From an optimization exercise on the open Yosys and OpenROAD flow, aimed at small area and a short achievable clock period; shortcuts taken in it are not production practice. At most, simulation tests tie the RTL to the original design; equivalence was not proved. Power and IR drop assume default switching activity.

Design L1_cache, start of the top module:
module L1_cache #(
    parameter CTID = 0)
    (
    input logic clock,
    input logic reset,
    input logic [31:0] PCF,                  
    input logic [31:0] addr_rst,             
    input logic [1:0] tid_fetch,             
    input logic [31:0] br_target,            
    input logic [1:0] tid_br,                
    input logic [31:0] l2addr,               
    input logic [1:0] l2_tid,                
    input logic [127:0] l2_line,             
    input logic l2_valid_rsp,                
    output logic br_req,                     
    output logic req_spec,                   
    output logic req_refill,                 
    output logic [31:0] instr                
    );
For scale: ~530 cells after synthesis, ~160 flip-flops, about 300 I/O pins.
==> flow/config.mk <==
export PLATFORM = sky130hd
export DESIGN_NAME = L1_cache
export DESIGN_NICKNAME = L1_cache
export VERILOG_FILES = /design/flow/design.v
export SDC_FILE = /design/flow/constraint.sdc
export NUM_CORES = 4
export LEC_CHECK = 0
export CAP_MARGIN = 20
export CORE_MARGIN = 2
export CORE_UTILIZATION = 40
export CTS_BUF_LIST = sky130_fd_sc_hd__clkbuf_4 sky130_fd_sc_hd__clkbuf_8
export SLEW_MARGIN = 20
export SYNTH_HIERARCHICAL = 1
==> flow/constraint.sdc <==
create_clock -name core_clock -period 6.0 [get_ports {clock}]
set_input_delay 1.2000 -clock core_clock [delete_from_list [all_inputs] [get_ports {clock}]]
set_output_delay 1.2000 -clock core_clock [all_outputs]
set_load 0.01 [all_outputs]
standard.sh (not shown) runs the stock make flow with config.mk's settings and CLKGATE_MAP_FILE= SYNTH_SCRIPT=/design/flow/synth_recipe.tcl, a recipe that flattens the netlist after the stock synthesis.
==> flow/flow/run.sh <==
#!/bin/bash
# Standard ORFS layout; the only change is that port buffers use the smallest buffer cell.
set -euo pipefail
export BUFFER_PORTS_ARGS="-buffer_cell sky130_fd_sc_hd__buf_1"
bash standard.sh > standard_flow.log 2>&1
Rerun with:
SETUP_SLACK_MARGIN = 3.0   (was not set)
=> Register-to-register slack degrades by 140 ps; routed wire length climbs by 8.1%; cell count grows by 3.5%; via count went up by 4.2%; cell area is higher by 13%; count of clock-buffer cells in the layout fell by 4; clock power rises by 27%; synthesized area does not change; total power grows by 12%; global-route usage climbs by 2.3 points.
Rerun with:
TNS_END_PERCENT = 5   (was not set)
Outcome: Utilization went down by 1.1 points; cell area went down by about 2%; setup slack is worse by 54 ps; non-clock buffer count went down by 6; power went down by 6.8%; routed wire length went up by 1.3%; sequential cell count stays the same; count of clock-buffer cells in the layout went up by 3; worst hold slack hardly moves.
Function was not checked in any run of this note: the RTL went through the layout flow alone.

========
Another version of the RTL of L1_cache (not shown whole).
Size in the first run: roughly 160 flip-flops, roughly 300 I/O pins, ~6400 µm² of cells after synthesis.
Settings: LEC_CHECK=0, CAP_MARGIN=20, CORE_MARGIN=2, CORE_UTILIZATION=40, CTS_BUF_LIST=sky130_fd_sc_hd__clkbuf_4 sky130_fd_sc_hd__clkbuf_8, SETUP_SLACK_MARGIN=1.5, SLEW_MARGIN=20, SYNTH_HIERARCHICAL=1; clock period 6.0 ns.
Scripts as last shown in full above: flow/flow/run.sh
==> next run, changes <==
- SETUP_SLACK_MARGIN: 1.5 -> 0
Non-clock buffer count is unchanged; via count hardly moves; design area is about the same; power stays flat; fmax goes down by a few percent; die area is unchanged; count of clock-buffer cells in the layout does not change; hold slack barely changes; sequential cell count stays the same; final cell count does not change.
No functional check of the RTL was part of any run of this note.

========
L1_cache, a different RTL version from the one above (not shown whole).
For scale: about 530 cells after synthesis, about 6100 um2 of cells after synthesis.
==> flow/config.mk <==
export PLATFORM = sky130hd
export DESIGN_NAME = L1_cache
export DESIGN_NICKNAME = L1_cache
export VERILOG_FILES = /design/flow/design.v
export SDC_FILE = /design/flow/constraint.sdc
export NUM_CORES = 4
export LEC_CHECK = 0
export CAP_MARGIN = 20
export CORE_MARGIN = 2
export CORE_UTILIZATION = 40
export CTS_BUF_LIST = sky130_fd_sc_hd__clkbuf_4 sky130_fd_sc_hd__clkbuf_8
export SETUP_SLACK_MARGIN = 2.0
export SLEW_MARGIN = 20
export SYNTH_HIERARCHICAL = 1
==> flow/constraint.sdc <==
create_clock -name core_clock -period 6.0 [get_ports {clock}]
set_input_delay 1.2000 -clock core_clock [delete_from_list [all_inputs] [get_ports {clock}]]
set_output_delay 1.2000 -clock core_clock [all_outputs]
set_load 0.01 [all_outputs]
Scripts as last shown in full above: flow/flow/run.sh
Rerun with:
SETUP_SLACK_MARGIN = 2.3   (was 2.0)
The changed run ran to the end with no violations. Worst setup slack is better by 180 ps. Fmax increases by 4.7%. Final cell count increases by 0.49%. Core utilization increases by 2.6 points.

========
The RTL this note starts from:
==> flow/design.v <==
module L1_cache #(
    parameter CTID = 0)
    (
    input logic clock,
    input logic reset,
    input logic [31:0] PCF,                  
    input logic [31:0] addr_rst,             
    input logic [1:0] tid_fetch,             
    input logic [31:0] br_target,            
    input logic [1:0] tid_br,                
    input logic [31:0] l2addr,               
    input logic [1:0] l2_tid,                
    input logic [127:0] l2_line,             
    input logic l2_valid_rsp,                
    output logic br_req,                     
    output logic req_spec,                   
    output logic req_refill,                 
    output logic [31:0] instr                
    );
    logic         active;       
    logic [27:0]  tag;          
    logic [127:0] data;         
    logic         zeroed;       
    genvar gi;
    logic         tid_ok;       
    assign tid_ok = (l2_tid == CTID);
    logic [3:0]   fill_w, fill_wn;
    logic [127:0] blk;          
    generate
        for (gi = 0; gi < 4; gi++) begin : g_fill
            L1_fdec u_fdec (.valid(l2_valid_rsp), .tid_ok(tid_ok), .f(fill_w[gi]), .fn(fill_wn[gi]));
        end
        for (gi = 0; gi < 128; gi++) begin : g_blk
            L1_sel2 u_blk (.s(fill_w[gi/32]), .sn(fill_wn[gi/32]), .a(l2_line[gi]), .b(data[gi]), .y(blk[gi]));
        end
    endgenerate
    logic fill, fill_n, tload, thold;
    L1_fdec u_fdec_t (.valid(l2_valid_rsp), .tid_ok(tid_ok), .f(fill), .fn(fill_n));
    assign tload = fill & ~reset;
    assign thold = fill_n & ~reset;
    logic [27:0] tag_d;
    generate
        for (gi = 0; gi < 28; gi++) begin : g_tag
            L1_sel2 u_tag (.s(tload), .sn(thold), .a(l2addr[gi+4]), .b(tag[gi]), .y(tag_d[gi]));
        end
    endgenerate
    logic [6:0] ne_p, ne_b;
    generate
        for (gi = 0; gi < 7; gi++) begin : g_cmp
            L1_ne4 u_nep (.a(PCF[4*gi+7 -: 4]), .t(tag[4*gi+3 -: 4]), .ne(ne_p[gi]));
            L1_ne4 u_neb (.a(br_target[4*gi+7 -: 4]), .t(tag[4*gi+3 -: 4]), .ne(ne_b[gi]));
        end
    endgenerate
    logic miss_p, ok;
    assign miss_p = |ne_p;
    assign ok     = fill | ~zeroed;             
    localparam integer NH = 4;
    logic       ao_n;
    logic [3:0] pe;
    logic [NH-1:0] hn;
    assign ao_n = ~(active & ok);
    L1_nor2 u_pe0 (.a(ne_p[0]), .b(ne_p[1]), .y(pe[0]));
    L1_nor2 u_pe1 (.a(ne_p[2]), .b(ne_p[3]), .y(pe[1]));
    L1_nor2 u_pe2 (.a(ne_p[4]), .b(ne_p[5]), .y(pe[2]));
    L1_nor2 u_pe3 (.a(ne_p[6]), .b(ao_n),    .y(pe[3]));
    generate
        for (gi = 0; gi < NH; gi++) begin : g_hit
            L1_nand4 u_hn (.a(pe), .y(hn[gi]));
        end
    endgenerate
    logic [3:0] wsel;
    assign wsel[3] = (PCF[3:0] == 4'hc);
    assign wsel[2] = (PCF[3:0] == 4'h8);
    assign wsel[1] = (PCF[3:0] == 4'h4);
    assign wsel[0] = ~(wsel[3] | wsel[2] | wsel[1]);
    generate
        for (gi = 0; gi < 32; gi++) begin : g_out
            L1_word u_out (.s(wsel), .d({blk[96+gi], blk[64+gi], blk[32+gi], blk[gi]}), .hn(hn[gi/(32/NH)]), .y(instr[gi]));
        end
    endgenerate
    assign req_spec   = active & ~miss_p & wsel[3];
    assign req_refill = active & miss_p;
    assign br_req     = ~active & (tid_br == CTID) & (|ne_b);
    always_ff @(posedge clock) begin
        active <= (tid_fetch == CTID);
        data   <= blk;
        tag    <= tag_d;
        zeroed <= reset | (zeroed & fill_n);
    end
endmodule
module L1_fdec (input logic valid, input logic tid_ok, output logic f, output logic fn);
    assign f  = valid & tid_ok;
    assign fn = ~(valid & tid_ok);
endmodule
module L1_sel2 (input logic s, input logic sn, input logic a, input logic b, output logic y);
    assign y = (s & a) | (sn & b);
endmodule
module L1_ne4 (input logic [3:0] a, input logic [3:0] t, output logic ne);
    assign ne = |(a ^ t);
endmodule
module L1_word (input logic [3:0] s, input logic [3:0] d, input logic hn, output logic y);
    assign y = ~hn & (|(s & d));
endmodule
module L1_nor2 (input logic a, input logic b, output logic y);
    assign y = ~(a | b);
endmodule
module L1_nand4 (input logic [3:0] a, output logic y);
    assign y = ~(&a);
endmodule
==> flow/config.mk <==
export PLATFORM = sky130hd
export DESIGN_NAME = L1_cache
export DESIGN_NICKNAME = L1_cache
export VERILOG_FILES = /design/flow/design.v
export SDC_FILE = /design/flow/constraint.sdc
export NUM_CORES = 4
export LEC_CHECK = 0
export CAP_MARGIN = 10
export CORE_MARGIN = 2
export CORE_UTILIZATION = 40
export CTS_BUF_LIST = sky130_fd_sc_hd__clkbuf_4 sky130_fd_sc_hd__clkbuf_8
export SETUP_SLACK_MARGIN = 2.0
export SLEW_MARGIN = 10
export SYNTH_HIERARCHICAL = 1
==> flow/constraint.sdc <==
create_clock -name core_clock -period 6.0 [get_ports {clock}]
set_input_delay 1.2000 -clock core_clock [delete_from_list [all_inputs] [get_ports {clock}]]
set_output_delay 1.2000 -clock core_clock [all_outputs]
set_load 0.01 [all_outputs]
Scripts as last shown in full above: flow/flow/run.sh
The first run ran to the end with no violations.
Edit:
Settings changed: CAP_MARGIN 10 to 20, SETUP_SLACK_MARGIN 2.0 to 2.2, SLEW_MARGIN 10 to 20.
The changed run completed with no timing, DRC or antenna violations; combinational power rose by about 13%; area after synthesis is unchanged; setup slack improved by 0.14 ns; maximum frequency rose by 3.7%.
Edit:
Settings changed: SETUP_SLACK_MARGIN 2.2 to 2.0.
Design area falls by 7.2%.
Final cell count goes down by 2.0%.
Core utilization fell by 4.2 points.
Via count is lower by 1.6%.

## afterwards: timing with drivers on the ports
In the flow no input, the clock included, has a driving cell. The finished layouts below were timed again as built, in two steps.
Step 1 sets driving cells, clkbuf_16 on the clock port and buf_2 on the other inputs (assumed; they add their load-dependent delay and slew).
Step 2 also shifts input and output timing later by t, the mid clock arrival at the registers, as if the neighbouring blocks saw the same clock.
a / b / c = no drivers / after step 1 / after step 2; a / b = the first two.
run | shift t [ns] | slack for setup (ns) | slew at the worst register clock pin (ns)
the first run of note 1 | 0.482 | 1.415 / 1.389 / 1.389 | 0.09 / 0.09
the second run of note 1 | 0.480 | 2.162 / 2.130 / 2.130 | 0.10 / 0.10
the third run of note 1 | 0.482 | 2.109 / 2.056 / 2.056 | 0.09 / 0.09
the first run of note 2 | 0.479 | 1.654 / 1.620 / 1.620 | 0.09 / 0.09
the second run of note 2 | 0.477 | 1.469 / 1.437 / 1.437 | 0.09 / 0.09
the first run of note 3 | 0.493 | 2.073 / 2.035 / 2.035 | 0.09 / 0.09
the second run of note 3 | 0.487 | 2.250 / 2.195 / 2.195 | 0.09 / 0.09
the first run of note 4 | 0.471 | 2.058 / 2.039 / 2.039 | 0.09 / 0.09
the second run of note 4 | 0.485 | 2.201 / 2.155 / 2.155 | 0.09 / 0.09
the third run of note 4 | 0.473 | 2.083 / 2.058 / 2.058 | 0.09 / 0.09
After both steps every run listed still meets setup and hold. The setup slack of the second run of note 3, which loses most, moves by -0.055 ns with the drivers and by -0.055 ns with both steps.
